This is an optimization exercise on Yosys and OpenROAD, whose aim is small area, not a production implementation.
The RTL was checked by simulation tests, not by an equivalence proof against the original design.
No activity file was given, so power comes from the tool's default toggle rates.

### flow/design.v
module BaudRate
(
    input        Clk,			 
    input        Rst_n,			 
    output       Tick,			 
    input [15:0] BaudRate		 
);
    reg [15:0] baudRateReg;  
    always @(posedge Clk or negedge Rst_n)
        if (!Rst_n)          baudRateReg <= 16'b1;
        else if (Tick)       baudRateReg <= 16'b1;
        else                 baudRateReg <= baudRateReg + 1'b1;
    assign Tick = (baudRateReg == BaudRate);
endmodule
module rx (Clk,Rst_n,RxEn,RxData,RxDone,Rx,Tick,NBits);
input Clk;		 
input Rst_n; 	 
input RxEn;		 
input Rx;		 
input Tick;		 
input [3:0]NBits;  
output RxDone;  
output [7:0]RxData;  
parameter  IDLE = 1'b0, READ = 1'b1;  
reg [1:0] State, Next;  
reg  read_enable;  
reg  start_bit;  
reg  RxDone;  
reg [4:0]Bit;  
reg [3:0] counter;  
reg [7:0] Read_data;  
reg [7:0] RxData;  
always @ (posedge Clk or negedge Rst_n)			
begin
if (!Rst_n)	State <= IDLE;  
else 		State <= Next;  
end
always @ (State or Rx or RxEn or RxDone)
begin
    case(State)	
	IDLE:	if(!Rx & RxEn)		Next = READ;  
		else			Next = IDLE;
	READ:	if(RxDone)		Next = IDLE;  
		else			Next = READ;
	default 			Next = IDLE;
    endcase
end
always @ (State)
begin
    read_enable = (State == READ);  
end
always @ (posedge Clk or negedge Rst_n)
	begin
	if (!Rst_n)
	begin
	RxDone <= 1'b0;
	start_bit <= 1'b1;
	Bit <= 5'b00000;
	counter <= 4'b0000;
	Read_data <= 8'b00000000;
	end
	else if (Tick & read_enable)
	begin
	RxDone <= 1'b0;  
	counter <= counter+1;  
	if ((counter == 4'b1000) & (start_bit))  
	begin
	start_bit <= 1'b0;
	counter <= 4'b0000;
	end
	if ((counter == 4'b1111) & (!start_bit) & (Bit < NBits))	 
	begin
	Bit <= Bit+1;
	Read_data <= {Rx,Read_data[7:1]};
	counter <= 4'b0000;
	end
	if ((counter == 4'b1111) & (Bit == NBits)  & (Rx))  
	begin
	Bit <= 4'b0000;
	RxDone <= 1'b1;
	counter <= 4'b0000;
	start_bit <= 1'b1;  
	end
	end
end
always @ (posedge Clk)
begin
if (NBits == 4'b1000)
begin
RxData[7:0] <= Read_data[7:0];	
end
if (NBits == 4'b0111)
begin
RxData[7:0] <= {1'b0,Read_data[7:1]};	
end
if (NBits == 4'b0110)
begin
RxData[7:0] <= {1'b0,1'b0,Read_data[7:2]};	
end
end
endmodule
module vga_controller #(
   parameter h_pixels   = 640,    
   parameter h_fp       = 16,     
   parameter h_pulse    = 96,     
   parameter h_bp       = 48,     
   parameter h_pol      = 1'b0,   
   parameter v_pixels   = 480,    
   parameter v_fp       = 10,     
   parameter v_pulse    = 2,      
   parameter v_bp       = 33,     
   parameter v_pol      = 1'b0    
)( input pixel_clk,            
   input reset_n,              
   output reg h_sync,          
   output reg v_sync,          
   output reg disp_ena,        
   output reg [31:0] column,   
   output reg [31:0] row       
   );
   localparam h_period = h_pulse + h_bp + h_pixels + h_fp;
   localparam v_period = v_pulse + v_bp + v_pixels + v_fp;
   reg [$clog2(h_period)-1:0] h_count;
   reg [$clog2(v_period)-1:0] v_count;
   always @(posedge pixel_clk) begin
      if (reset_n == 1'b0) begin
         h_count  <= 0;
         v_count  <= 0;
         h_sync   <= ~ h_pol;
         v_sync   <= ~ v_pol;
         disp_ena <= 1'b0;
         column   <= 0;
         row      <= 0;
      end else begin
         if (h_count < h_period - 1) begin
            h_count <= h_count + 1;
         end else begin
            h_count <= 0;
            if (v_count < v_period - 1) begin
               v_count <= v_count + 1;
            end else begin
               v_count <= 0;
            end
         end
         if ( (h_count < h_pixels + h_fp) || (h_count > h_pixels + h_fp + h_pulse) ) begin
            h_sync <= ~ h_pol;
         end else begin
            h_sync <= h_pol;
         end
         if ( (v_count < v_pixels + v_fp) || (v_count > v_pixels + v_fp + v_pulse) ) begin
            v_sync <= ~ v_pol;
         end else begin
            v_sync <= v_pol;
         end
         if (h_count < h_pixels) begin
            column <= h_count;
         end
         if (v_count < v_pixels) begin
            row <= v_count;
         end
         if (h_count < h_pixels && v_count < v_pixels) begin
            disp_ena <= 1'b1;
         end else begin
            disp_ena <= 1'b0;
         end
      end
   end
endmodule
module vga(
    input             clk,  
    input             reset_n,  
    input             key_n,  
    input             jump_btn,  
    input      [9:0]  sw,  
    input             disp_ena,
    input      [9:0]  column,
    input      [8:0]  row,
    output reg [3:0]  r, g, b,
    output      [6:0] hex1, hex2,
    output            game_alive  
);
    localparam SCREEN_W  = 10'd640;	 
    localparam SCREEN_H  = 9'd480;	 
    localparam GROUND_Y  = 9'd380;	 
    localparam DINO_W    = 10'd32;  
    localparam DINO_H    = 9'd40;   
    localparam DINO_X    = 10'd80;	 
    localparam [8:0] DINO_GROUND_Y = GROUND_Y - DINO_H;  
    localparam OBS_W     = 10'd20;	 
    localparam OBS_H     = 9'd40;	 
    localparam OBS_SPEED = 10'd4;    
    localparam [9:0] MIN_SPAWN_FIRST = 10'd200;  
    localparam [9:0] MIN_SPAWN_GAP   = 10'd100;  
    localparam [9:0] MAX_SPAWN_GAP   = 10'd160;  
    localparam [9:0] GAP_RANGE       = MAX_SPAWN_GAP - MIN_SPAWN_GAP;  
    reg [10:0] tick_cnt;
    wire game_tick = (tick_cnt == 11'd0);
    always @(posedge clk or negedge reset_n) begin
        if (!reset_n)  
            tick_cnt <= 11'd0;
        else
            tick_cnt <= tick_cnt + 11'd1;  
    end
    reg [9:0] dino_x;
    reg [8:0] dino_y;
    reg signed [7:0] vel_y;
    reg jumping;
    wire signed [9:0] dino_y_signed = {1'b0, dino_y};
    wire signed [9:0] dino_y_next   = dino_y_signed + vel_y;
    reg [9:0] obs_x0, obs_x1, obs_x2;
    reg       obs_a0, obs_a1, obs_a2;   
    reg [9:0] spawn_cnt;
    reg       game_over;
    reg [11:0] lfsr;
    wire       lfsr_fb = lfsr[11] ^ lfsr[10] ^ lfsr[9] ^ lfsr[3];
    wire [9:0] rand_val = {2'b00, lfsr[7:0]};              
    wire [9:0] rand_gap = rand_val % (GAP_RANGE + 10'd1);  
    wire       jump_pressed = (!key_n) | jump_btn;
    reg        sw1_d;
    reg [3:0]  dino_r_col, dino_g_col, dino_b_col;
    always @(posedge clk or negedge reset_n) begin
        if (!reset_n) begin
            sw1_d       <= 1'b0;
            dino_r_col  <= 4'h0;
            dino_g_col  <= 4'hF;
            dino_b_col  <= 4'h0;
        end else begin
            sw1_d <= sw[1];
            if (sw1_d ^ sw[1]) begin
                {dino_r_col, dino_g_col, dino_b_col} <= {lfsr[11:8], lfsr[7:4], lfsr[3:0]};
                if ({lfsr[11:8], lfsr[7:4], lfsr[3:0]} == 12'h000) begin
                    dino_r_col <= 4'hF;
                    dino_g_col <= 4'hF;
                    dino_b_col <= 4'hF;
                end
            end
        end
    end
    always @(posedge clk or negedge reset_n) begin
        if (!reset_n) begin
            dino_x     <= DINO_X;
            dino_y     <= DINO_GROUND_Y;
            vel_y      <= 8'sd0;
            jumping    <= 1'b0;
            obs_x0 <= SCREEN_W; obs_a0 <= 1'b0;
            obs_x1 <= SCREEN_W; obs_a1 <= 1'b0;
            obs_x2 <= SCREEN_W; obs_a2 <= 1'b0;
            spawn_cnt <= MIN_SPAWN_FIRST;   
            game_over <= 1'b0;
            lfsr     <= 12'hA5A;
        end else begin
            if (game_tick) begin
                lfsr <= {lfsr[10:0], lfsr_fb};
            end
            if (jump_pressed && !jumping && (dino_y == DINO_GROUND_Y) && !game_over) begin
                jumping <= 1'b1;
                vel_y   <= -8'sd15;      
            end
            if (game_tick && jumping && !game_over) begin
                if (dino_y_next[8:0] >= DINO_GROUND_Y) begin
                    dino_y  <= DINO_GROUND_Y;
                    vel_y   <= 8'sd0;
                    jumping <= 1'b0;
                end else begin
                    dino_y <= dino_y_next[8:0];
                    vel_y  <= vel_y + 8'sd1;   
                end
            end
            if (game_tick && !game_over) begin
                if (obs_a0) begin
                    if (obs_x0 > OBS_SPEED)
                        obs_x0 <= obs_x0 - OBS_SPEED;
                    else begin
                        obs_x0 <= SCREEN_W;
                        obs_a0 <= 1'b0;
                    end
                end
                if (obs_a1) begin
                    if (obs_x1 > OBS_SPEED)
                        obs_x1 <= obs_x1 - OBS_SPEED;
                    else begin
                        obs_x1 <= SCREEN_W;
                        obs_a1 <= 1'b0;
                    end
                end
                if (obs_a2) begin
                    if (obs_x2 > OBS_SPEED)
                        obs_x2 <= obs_x2 - OBS_SPEED;
                    else begin
                        obs_x2 <= SCREEN_W;
                        obs_a2 <= 1'b0;
                    end
                end
                if (spawn_cnt > 0) begin
                    spawn_cnt <= spawn_cnt - 10'd1;
                end else begin
                    if (!obs_a0) begin
                        obs_a0 <= 1'b1;
                        obs_x0 <= SCREEN_W;
                    end else if (!obs_a1) begin
                        obs_a1 <= 1'b1;
                        obs_x1 <= SCREEN_W;
                    end else if (!obs_a2) begin
                        obs_a2 <= 1'b1;
                        obs_x2 <= SCREEN_W;
                    end
                    spawn_cnt <= MIN_SPAWN_GAP + rand_gap;      
                end
            end
            if (game_tick && !game_over) begin
                if (obs_a0 &&
                    (dino_x + DINO_W > obs_x0) &&
                    (dino_x < obs_x0 + OBS_W) &&
                    (dino_y + DINO_H > (GROUND_Y - OBS_H)) &&
                    (dino_y < GROUND_Y)) begin
                    game_over <= 1'b1;
                end
                else if (obs_a1 &&
                    (dino_x + DINO_W > obs_x1) &&
                    (dino_x < obs_x1 + OBS_W) &&
                    (dino_y + DINO_H > (GROUND_Y - OBS_H)) &&
                    (dino_y < GROUND_Y)) begin
                    game_over <= 1'b1;
                end
                else if (obs_a2 &&
                    (dino_x + DINO_W > obs_x2) &&
                    (dino_x < obs_x2 + OBS_W) &&
                    (dino_y + DINO_H > (GROUND_Y - OBS_H)) &&
                    (dino_y < GROUND_Y)) begin
                    game_over <= 1'b1;
                end
            end
        end
    end
    wire in_dino =
        (column >= dino_x) && (column < dino_x + DINO_W) &&
        (row    >= dino_y) && (row    < dino_y + DINO_H);
    wire in_obs0 =
        obs_a0 &&
        (column >= obs_x0) && (column < obs_x0 + OBS_W) &&
        (row    >= (GROUND_Y - OBS_H)) && (row < GROUND_Y);
    wire in_obs1 =
        obs_a1 &&
        (column >= obs_x1) && (column < obs_x1 + OBS_W) &&
        (row    >= (GROUND_Y - OBS_H)) && (row < GROUND_Y);
    wire in_obs2 =
        obs_a2 &&
        (column >= obs_x2) && (column < obs_x2 + OBS_W) &&
        (row    >= (GROUND_Y - OBS_H)) && (row < GROUND_Y);
    wire in_obs    = in_obs0 | in_obs1 | in_obs2;
    wire on_ground = (row >= GROUND_Y);
    always @(*) begin
        if (!disp_ena) begin
            r = 4'h0; g = 4'h0; b = 4'h0;
        end else begin
            r = 4'h4; g = 4'h7; b = 4'hF;
            if (on_ground) begin
                r = 4'h3; g = 4'h2; b = 4'h0;
            end
            if (in_obs) begin
                r = 4'hF; g = 4'h0; b = 4'h0;
            end
            if (in_dino) begin
                if (game_over)
                    {r,g,b} = {4'hF, 4'h0, 4'hF};   
                else
                    {r,g,b} = {dino_r_col, dino_g_col, dino_b_col};
            end
        end
    end
    assign hex1 = 7'b1111111;
    assign hex2 = 7'b1111111;
    assign game_alive = ~game_over;
endmodule
module FinalProject (
    input        clk,  
    input  [9:0] SW,  
    input  [1:0] KEY,  
    input  BT_RX,  
    output [6:0] HEX0, HEX1, HEX2, HEX3, HEX4, HEX5,  
    output [3:0] VGA_R, VGA_G, VGA_B,  
    output VGA_HS, VGA_VS,
    output [9:0] LEDR  
);
    wire pixel_clk = clk;
    wire [31:0] column;
    wire [31:0] row;
    wire disp_ena, h_sync, v_sync;
    vga_controller #(
        .h_pixels(640), .h_fp(16), .h_pulse(96), .h_bp(48), .h_pol(1'b0),
        .v_pixels(480), .v_fp(10), .v_pulse(2),  .v_bp(33), .v_pol(1'b0)
    ) timing (
        .pixel_clk(pixel_clk),
        .reset_n  (KEY[0]),
        .h_sync   (h_sync),
        .v_sync   (v_sync),
        .disp_ena (disp_ena),
        .column   (column),
        .row      (row)
    );
    wire       baud_tick;									 
    localparam [15:0] BAUD_DIV_9600 = 16'd163;		 
    BaudRate baud_gen (
        .Clk      (pixel_clk),		 
        .Rst_n    (KEY[0]),			 
        .Tick     (baud_tick),
        .BaudRate (BAUD_DIV_9600)	
    );
    wire [7:0] bt_rx_data;		 
    wire bt_rx_done;		 
    rx bt_uart (
        .Clk    (pixel_clk),	 
        .Rst_n  (KEY[0]),		 
        .RxEn   (1'b1),			 
        .RxData (bt_rx_data),	
        .RxDone (bt_rx_done),
        .Rx     (BT_RX),
        .Tick   (baud_tick),
        .NBits  (4'b1000)
    );
    reg rx_done_sync0, rx_done_sync1;  
    always @(posedge pixel_clk or negedge KEY[0]) begin  
        if (!KEY[0]) begin
            rx_done_sync0 <= 0;
            rx_done_sync1 <= 0;
        end else begin
            rx_done_sync0 <= bt_rx_done;  
            rx_done_sync1 <= rx_done_sync0;  
        end
    end
    wire rx_done_rise = rx_done_sync0 & ~rx_done_sync1;
    wire bt_jump_pulse = rx_done_rise & (bt_rx_data != 8'd0);
    wire [3:0] r, g, b;  
    wire [6:0] core_hex1, core_hex2;  
    wire game_alive;
    vga core (
        .clk        (pixel_clk),  
        .reset_n    (KEY[0]),  
        .key_n      (KEY[1]),	 
        .jump_btn   (bt_jump_pulse), 
        .sw         (SW),  
        .disp_ena   (disp_ena),  
        .column     (column[9:0]),
        .row        (row[8:0]),
        .r          (r),
        .g          (g),
        .b          (b),
        .hex1       (core_hex1),  
        .hex2       (core_hex2),
        .game_alive (game_alive)	 
    );
    localparam integer SEC_DIV_MAX = 4_883 - 1;
    reg [24:0] sec_div_cnt;
    reg        one_sec_pulse;
    always @(posedge pixel_clk or negedge KEY[0]) begin  
        if (!KEY[0]) begin
            sec_div_cnt  <= 0;
            one_sec_pulse <= 0;
        end else if (game_alive) begin	 
            if (sec_div_cnt == SEC_DIV_MAX) begin
                sec_div_cnt <= 0;
                one_sec_pulse <= 1;
            end else begin
                sec_div_cnt <= sec_div_cnt + 1;
                one_sec_pulse <= 0;
            end
        end else begin
            one_sec_pulse <= 0;  
        end
    end
    reg [3:0] ones, tens, hundreds;
    always @(posedge pixel_clk or negedge KEY[0]) begin  
        if (!KEY[0]) begin
            ones <= 0;
            tens <= 0;
            hundreds <= 0;
        end else if (game_alive && one_sec_pulse) begin   
            if (ones == 9) begin
                ones <= 0;
                if (tens == 9) begin
                    tens <= 0;
                    if (hundreds != 9)
                        hundreds <= hundreds + 1;
                end else tens <= tens + 1;
            end else ones <= ones + 1;
        end
    end
    reg [3:0] high_ones, high_tens, high_hundreds;  
    always @(posedge pixel_clk) begin  
        if (!KEY[0] && !KEY[1]) begin  
            high_ones     <= 0;
            high_tens     <= 0;
            high_hundreds <= 0;
        end else if (!game_alive) begin
            if ({hundreds,tens,ones} > {high_hundreds,high_tens,high_ones}) begin
                high_ones     <= ones;
                high_tens     <= tens;
                high_hundreds <= hundreds;
            end
        end
    end
    wire [3:0] d0 = SW[0] ? high_ones     : ones;
    wire [3:0] d1 = SW[0] ? high_tens     : tens;
    wire [3:0] d2 = SW[0] ? high_hundreds : hundreds;
    function [6:0] seg7;
        input [3:0] digit;
        begin
            case (digit)
                0: seg7 = 7'b1000000;
                1: seg7 = 7'b1111001;
                2: seg7 = 7'b0100100;
                3: seg7 = 7'b0110000;
                4: seg7 = 7'b0011001;
                5: seg7 = 7'b0010010;
                6: seg7 = 7'b0000010;
                7: seg7 = 7'b1111000;
                8: seg7 = 7'b0000000;
                9: seg7 = 7'b0010000;
                default: seg7 = 7'b1111111;
            endcase
        end
    endfunction
    assign HEX0 = seg7(d0);
    assign HEX1 = seg7(d1);
    assign HEX2 = seg7(d2);
    assign HEX3 = 7'b1111111;
    assign HEX4 = 7'b1111111;
    assign HEX5 = 7'b1111111;
    assign VGA_R = r;
    assign VGA_G = g;
    assign VGA_B = b;
    assign VGA_HS = h_sync;
    assign VGA_VS = v_sync;
    localparam integer LED_DIV_MAX = 19_531 - 1;
    reg [22:0] led_div_cnt;  
    reg [9:0]  led_lfsr;	  
    reg [9:0]  led_pattern;  
    always @(posedge pixel_clk or negedge KEY[0]) begin
        if (!KEY[0]) begin
            led_div_cnt <= 0;
            led_lfsr    <= 10'b1010110101;  
            led_pattern <= 0;
        end else begin
            if (game_alive) begin
                led_div_cnt <= 0;
                led_pattern <= 0;    
            end else begin
                if (led_div_cnt == LED_DIV_MAX) begin
                    led_div_cnt <= 0;
                    led_lfsr <= {led_lfsr[8:0], led_lfsr[9] ^ led_lfsr[6]};
                    led_pattern <= led_lfsr ^
                                    {led_lfsr[0], led_lfsr[1], led_lfsr[2],
                                     led_lfsr[3], led_lfsr[4], led_lfsr[5],
                                     led_lfsr[6], led_lfsr[7], led_lfsr[8],
                                     led_lfsr[9]};
                end else begin
                    led_div_cnt <= led_div_cnt + 1;
                end
            end
        end
    end
    assign LEDR = led_pattern;
endmodule
### flow/run.sh
#!/bin/bash
# synth_recipe.tcl (not shown) runs the flow's synth.tcl, then flattens the netlist and writes it again
# the make line also repeats each setting of config.mk as NAME=value (left out here)
make -C /OpenROAD-flow-scripts/flow DESIGN_CONFIG=/design/flow/config.mk WORK_HOME=/design/flow/orfs CLKGATE_MAP_FILE= SYNTH_SCRIPT=/design/flow/synth_recipe.tcl finish
### flow/config.mk
export PLATFORM = sky130hd
export DESIGN_NAME = FinalProject
export DESIGN_NICKNAME = FinalProject
export VERILOG_FILES = /design/flow/design.v
export SDC_FILE = /design/flow/constraint.sdc
export NUM_CORES = 4
export LEC_CHECK = 0
export CAP_MARGIN = 20
export CORE_MARGIN = 2
export CORE_UTILIZATION = 40
export PLACE_DENSITY = 0.6
export SLEW_MARGIN = 20
### flow/constraint.sdc
create_clock -name core_clock -period 40.0 [get_ports {clk}]
set_input_delay 8.0000 -clock core_clock [delete_from_list [all_inputs] [get_ports {clk}]]
set_output_delay 8.0000 -clock core_clock [all_outputs]
set_load 0.01 [all_outputs]
==> summary.md <==
| Metric | Value |
|---|---|
| Initial DRC Count | approximately 580 |
| Post-synth EDFFs | 0 |
| Largest net degree at the start of global routing | around 140 |
| Min-Delay Endpoint | bt_uart.Bit[4] |
| Max-slew violations | 0 |
| DIE HEIGHT | 208 um |
| Initial Util | between 40% and 50% |
| DP Cell Count | 2332 |
| Worst Setup End Kind | output pin |
| FF-to-FF End | core.spawn_cnt[4] |
| Setup Buffers After CTS | 0 |
| Die area | 0.0434 mm^2 |
| Post-synth top flop | dfrtp_1 |
| Core ar. | 0.0410 mm^2 |
| Crit-path max FO | 16 |
| N_diodes | 0 |
| Worst hold stages | 0 |
| Antenna-violating nets left | 0 |
| Part of the Yosys area used for sequential elements | 39.4% |
| Max stage delay on crit path | 0.56 ns |
| GRT Overall Usage | 16.0% |
| # setup viols final | 0 |
| Top post-synthesis cells by area | dfrtp_1 27%, ha_1 11%, dfxtp_1 7.4% |
| FF-to-FF Start | core.lfsr[5] |
| VDD IR-drop max | 28.4 uV |
| CP Data Required Time | 32.00 ns |
| Setup CP Type | in2out |
| Resized cells post-CTS | 0 |
| Fin Setup TNS | 0 ns |
| Wire per inst | 14.4 um |
| Buffers added on ports | 50 |
| Slew @ Worst Pin | 0.907 ns |
| Highest clock rate | 0.0541 GHz |
| Via count | 12600 |
| Detailed Route WL | 34400 um |
| Routability cong. | a little over 0.8 |
| Post-synth top cells | 181 x dfrtp_1, 178 x nor2_1, 148 x nand2_1 |
| Row Count | 74 |
| Hold_ws | 0.372 ns |
| Fin crit share | 46.2% |
| Most common cell in the synthesized netlist | dfrtp_1 |
| Initial antenna violation count | 1 |
| Max-slew headroom | 39.4% |
| GRT overflow | 0 |
| DRC viols | 0 |
| Cell Count, Final, Fillers Out | about 2400 |
| Power per cell area | 31.8 mW/mm^2 |
| Worst R2R Path Depth | 17 |
| CTS Buf Count | 30 |
| Yosys top cell by area | dfrtp_1 |
| Avg Vias per Cell | 5.29 |
| Startpoint types | primary input |
| Dpl ws | 21.51 ns |
| Final core utilization | 45.6% |
| Hold buffer count at cts | 0 |
| Layout cells sized above 1 | under 10% |
| Hold path start | bt_uart.Bit[4] |
| CP max stage cell | clkdlybuf4s50_1 |
| Flop2flop setup slack | between 30 and 40 ns |
| Status | no timing/DRC/antenna violations |
| Root Buffer | clkbuf_16 |
| Synth Area per Inst | ~9.2 um^2 |
| I/O pin count | 80 |
| Netlist Area Pre-Place | 0.0167 mm^2 |
| Area growth syn-to-layout | 12.1% |
| First-pass GRT wire length | 59900 um |
| Clock skew | 0.00926 ns |
| CTS tree | done |
| Pleak | 8.15 nW |
| Setup ws final | approximately 22 ns |
| Count of cell types in the netlist | ~80 |
| HPWL reported at the end of detailed placement | 24300 um |
| Synth Instances | 1808 |
| Worst-path clk slew | 0.06 ns |
| Hold Path Class | reg2reg |
| Fin crit period | around 18 ns |
| CTS Sinks | 274 |
| Net count, final | approximately 2000 |
| Asr flop ratio synth | 77.4% |
| Synth top area share | 27.1% |
| Clk latency of the worst-skew pair | 0.57 ns |
| Clock Path Buffers | 3 |
| Worst EP arrival | 10.49 ns |
| Yosys reg bits | 274 |
| H-tree levels | 1 |
| MaxCap Viol Count | 0 |
| YS warnings | 5 |
| Die width | between 200 and 250 um |
| Unrepaired setup endpoints after global routing | false |
| Final-report hold violation count | 0 |
| First drt pass iteration count | 5 |
| Critical Path, Cell by Cell | clkdlybuf4s50_1, buf_4, o21ai_0, inv_1, ha_1, nand2_1, o21ai_0, a22oi_1, clkdlybuf4s50_1 |
| Vias in the first global route | 12500 |
-- registers in the layout, indices dropped and copies added (netlist names), 5 cells and up --
signal                count
core.vel_y                8
timing.v_count           10
bt_uart.Bit               5
core.tick_cnt            11
bt_uart.Read_data         8
core.spawn_cnt           10
timing.h_count           10
core.lfsr                12
sec_div_cnt              25
timing.row                9
core.obs_x1              10
led_pattern               5
led_div_cnt              23
core.dino_y               9
led_lfsr                 10
core.obs_x2              10
baud_gen.baudRateReg     16
bt_uart.RxData            8
timing.column            10
core.obs_x0              10
-- critical path: cells and delay by family --
kind,cells,cell delay [ns]
AOI/OAI and AO/OA,3,0.77
adders and majority gates,1,0.26
buffers and inverters,4,1.37
and+or+nand+nor,1,0.06
-- layout by cell type, fill, tap and decap left out, types with 10 or more instances in the layout --
master,instances
mux2_2,22
o21ai_0,102
nand3_1,70
a21boi_0,10
nor2_1,177
xor2_1,54
nor3_1,34
o21a_1,24
dfrtp_1,181
and3_1,24
clkdlybuf4s50_1,49
conb_1,21
nand4_1,31
dfstp_2,31
dfxtp_1,62
xnor2_1,93
o2111ai_1,10
ha_1,147
mux2i_1,31
nand2b_1,17
nand2_1,148
nor2b_1,27
a21oi_1,73
o22a_1,16
a21o_1,28
inv_1,102
and2_1,20
nor4_1,18
o31ai_1,16
clkbuf_16,32
-- layout make-up --
class,count,area (um^2)
Clock inverter,17,251
Tap cell,532,666
Clock buffer,39,857
Timing Repair Buffer,59,586
Fill cell,3975,22300
Multi-Input combinational cell,1365,9390
Sequential cell,274,6590
Inverter,102,383
-- metal layers --
layer | vias to the layer above | share of wire, % | global-route usage (%)
li1 | 6378 | - | -
met1 | 6044 | 49 | 22.3
met2 | 172 | 46 | 26.5
met3 | 42 | 3.3 | 2.19
met4 | 2 | 1.7 | 3.37
met5 | - | 0.035 | 0
-- how the worst max path moves through the flow --
stage,start,endpoint,slack (ns),cells after the start
after floorplan,SW[0],HEX2[5],22.25,8
after global placement,SW[0],HEX2[5],21.57,8
after detailed placement,SW[0],HEX2[4],21.51,9
after CTS,SW[0],HEX2[4],21.51,9
after global routing,SW[0],HEX2[4],21.31,9
final,SW[0],HEX2[4],21.51,9
-- logic make-up (layout without fill, tap and decap cells) --
logic type | count (synthesis) | after routing | synth area share [%]
mux | 53 | 53 | 3.34
buf+inv | 189 | 217 | 4.91
fa+ha+maj | 148 | 148 | 11.1
xor+xnor | 147 | 147 | 7.71
flops | 274 | 274 | 39.4
other cells | 1 | 21 | 0.0225
compound gates | 373 | 373 | 15.0
simple gates | 623 | 623 | 18.4
-- metrics by stage --
stage | cell area [um^2] | total power (W)
floorplan | 16800 | 0.000290
global placement | 17600 | 0.000296
detailed placement | 17600 | 0.000296
CTS | 18700 | 0.000606
global route | 18700 | 0.000618
finish | 18700 | 0.000596
-- power by group --
part	switching, W	internal [W]	total, W
combinational	0.00000925	0.00000389	0.0000131
sequential	0.000000835	0.000277	0.000278
clock	0.000115	0.000190	0.000305

==> static timing again, ports no longer ideal <==
Ports are ideal in the flow. The routed layout listed here was re-timed in OpenROAD. Step 1, drivers: a clkbuf_16 drives clk and a buf_2 each remaining input, both assumed. Step 2 times the ports against the registers' clock, not the clock port: input delays grow and output delays shrink by t, the midpoint of the rising clock arrivals with the driver on. a / b / c = ideal / step 1 / step 2; a / b = the first two.
shift t [ns]: 0.615
setup WS [ns]: 21.515 / 21.494 / 21.494
worst data-port slew with drivers (ns): 0.05
cell pins on the clock port's net: 1
After both steps this run still meets setup and hold. For this run, drivers alone change the setup slack by -0.021 ns; drivers and shift together by -0.021 ns.
